This design comes from an exercise in tuning for small area on the open sky130 flow, not from production work. Only simulation tests tie the RTL to the original design; equivalence was not proved. Power is estimated from default activity; no workload was simulated.

the previous run:
==> flow/design.v <==
module TOP_MODULE#(
    parameter NUM_DUT = 2,
    parameter UART_CNT_BAUDRATE = 216,
    parameter UART_FIFO_BYTE_SIZE = 3,
    parameter TEST_ENV_CMDS_BITWIDTH = 2,
    parameter TEST_ENV_ADR_WIDTH = 6,
    parameter TEST_ENV_DATA_BITWIDTH = 16
)(
    input wire          CLK_100MHz,
    input wire          RSTN,
    output wire [3:0]   LED,
    output reg          UART_TX,
    input wire          UART_RX
);
    localparam BITLEN = 4 * UART_CNT_BAUDRATE;    
    reg [9:0]  cnt;      
    reg [3:0]  bst;      
    reg [1:0]  byte_i;   
    reg [23:0] sr;       
    reg        ans_ok;   
    wire idle     = (bst == 4'd0);
    wire bit_mid  = (cnt == BITLEN/2 - 1);
    wire bit_end  = (cnt == BITLEN - 1);
    wire last_bit = (bst == 4'd15);
    wire apply    = bit_end & last_bit & (byte_i == 2'd2);
    wire [5:0]  f_adr  = sr[5:0];
    wire [1:0]  f_cmd  = sr[7:6];
    wire [15:0] f_data = {sr[15:8], sr[23:16]};
    reg [1:0]  sel;
    reg        ledbit;
    reg [15:0] din;
    reg [15:0] rreg;     
    reg        evalid;
    wire is_ctl   = (f_cmd == 2'd0);
    wire start    = is_ctl & f_adr[0];
    wire [1:0] new_sel = (is_ctl & f_adr[1]) ? f_data[2:1] : sel;
    reg [15:0] head;
    always @(*) begin
        case ({sel[1], f_adr[0]})
            2'b00: head = sel[0] ? 16'h0610 : 16'h0410;
            2'b01: head = sel[0] ? 16'h0841 : 16'h0800;
            2'b10: head = 16'hF210;
            default: head = 16'h08FC;
        endcase
    end
    wire [15:0] rdata = (f_cmd == 2'd3) ? head : (sel == 2'd0) ? 16'd123 : rreg;
    reg [15:0] ring [0:59];
    reg [5:0]  pc;
    wire ram_go = idle & (byte_i == 2'd0) & (sel == 2'd2) & (pc == f_adr);
    wire ram_wr = ram_go & (f_cmd == 2'd1);
    wire ram_rd = ram_go & (f_cmd != 2'd1);
    integer i;
    always @(posedge CLK_100MHz) begin
        ring[0] <= ram_wr ? din : ring[59];
        for (i = 1; i < 60; i = i + 1)
            ring[i] <= ring[i-1];
    end
    always @(posedge CLK_100MHz) begin
        if (!RSTN)
            pc <= 6'd0;
        else
            pc <= (pc == 6'd59) ? 6'd0 : pc + 6'd1;
    end
    always @(posedge CLK_100MHz) begin
        cnt <= (idle | bit_end) ? 10'd0 : cnt + 10'd1;
        if (bit_mid & bst[3])
            sr <= {UART_RX, sr[23:1]};
        else if (apply) begin
            sr[15:8]  <= rdata[15:8];
            sr[23:16] <= rdata[7:0];
        end
    end
    always @(posedge CLK_100MHz) begin
        if (!RSTN) begin
            bst     <= 4'd0;
            byte_i  <= 2'd0;
            UART_TX <= 1'b1;
            ans_ok  <= 1'b0;
        end else begin
            if (idle) begin
                if (!UART_RX) begin
                    bst     <= 4'd7;
                    UART_TX <= 1'b0;
                end
            end else if (bit_end) begin
                bst     <= bst + 4'd1;
                UART_TX <= last_bit | (ans_ok & sr[0]);
                if (last_bit)
                    byte_i <= (byte_i == 2'd2) ? 2'd0 : byte_i + 2'd1;
            end
            if (apply)
                ans_ok <= 1'b1;
        end
    end
    always @(posedge CLK_100MHz) begin
        if (!RSTN) begin
            sel    <= 2'd0;
            ledbit <= 1'b0;
            din    <= 16'd0;
            evalid <= 1'b0;
        end else if (apply) begin
            sel <= new_sel;
            if (is_ctl & f_adr[3])
                ledbit <= ~ledbit;
            else if (is_ctl & f_adr[2])
                ledbit <= f_data[0];
            if (f_cmd == 2'd1)
                din <= f_data;
            evalid <= (new_sel == 2'd1) & (start | evalid);
        end
    end
    always @(posedge CLK_100MHz) begin
        if (apply) begin
            if (new_sel == 2'd1) begin
                if (start)
                    rreg <= din;
                else if (!evalid)
                    rreg <= 16'd0;
            end
        end else if (ram_rd)
            rreg <= ring[59];
    end
    assign LED[0] = ledbit;
    assign LED[1] = apply & start;
    assign LED[2] = sel[0];
    assign LED[3] = sel[1] | evalid;
endmodule
export LEC_CHECK = 0
export CAP_MARGIN = 20
export CORE_MARGIN = 2
export CORE_UTILIZATION = 60
export CTS_BUF_LIST = sky130_fd_sc_hd__clkbuf_4
export CTS_CLUSTER_SIZE = 30
export SLEW_MARGIN = 20
create_clock -name core_clock -period 10.0 [get_ports {CLK_100MHz}]
run.sh (not shown) runs the stock make flow with config.mk's settings and CLKGATE_MAP_FILE= SYNTH_SCRIPT=/design/flow/synth_recipe.tcl, a recipe that flattens the netlist after the stock synthesis.
The inputs of the current run differ from those of the previous run as listed below.
Settings: CORE_UTILIZATION now 70, was 60; CTS_BUF_LIST now sky130_fd_sc_hd__clkbuf_2 sky130_fd_sc_hd__clkbuf_4, was sky130_fd_sc_hd__clkbuf_4; CTS_CLUSTER_SIZE no longer set, was 30.
==> notes.md <==
- The final-layout clock buffer total of the current run falls short of that of the previous run by about 5%.
- On placer's final routability congestion estimate: between the previous run and the current run, it ends up higher for the current run.
- Looking at via count across the previous run and the current run, the one that comes out lower is the previous run.
- The share of power burned in registers of the current run is higher than that of the previous run.
- Compared to the previous run, the current run has power spent charging and discharging nets 2.8% higher.
- Against the previous run, the current run comes in 4.0% lower on cell count.
- The current run vs the previous run, final area went down by 0.93%.

-- what the ideal ports hide --
The flow's constraints put no driver on any port. The routed layouts listed below were extracted and timed again, unchanged, in two steps.
Step 1 (the two cells are an assumption about what drives the block):
set clk [get_ports {CLK_100MHz}]
set_driving_cell -lib_cell sky130_fd_sc_hd__clkbuf_16 $clk
set_driving_cell -lib_cell sky130_fd_sc_hd__buf_2 [delete_from_list [all_inputs] $clk]
Step 2 adds t to the input delays and takes it off the output delays; t is the mean of the earliest and latest rising clock arrival at the registers after step 1. Input paths then give back, and output paths get back, about the clock's delay inside the block.
a / b / c = ideal / step 1 / step 2; a / b = the first two.
run | shift t [ns] | slack for setup (ns) | worst setup path at the end | worst data-port slew with drivers (ns) | pins driven straight from the clock port
the previous run | 0.894 | 4.500 / 4.453 / 5.347 | register to output | 0.03 | 1
the current run | 0.890 | 4.533 / 4.485 / 5.375 | register to output | 0.03 | 1
After both steps setup and hold are still met in every run listed.
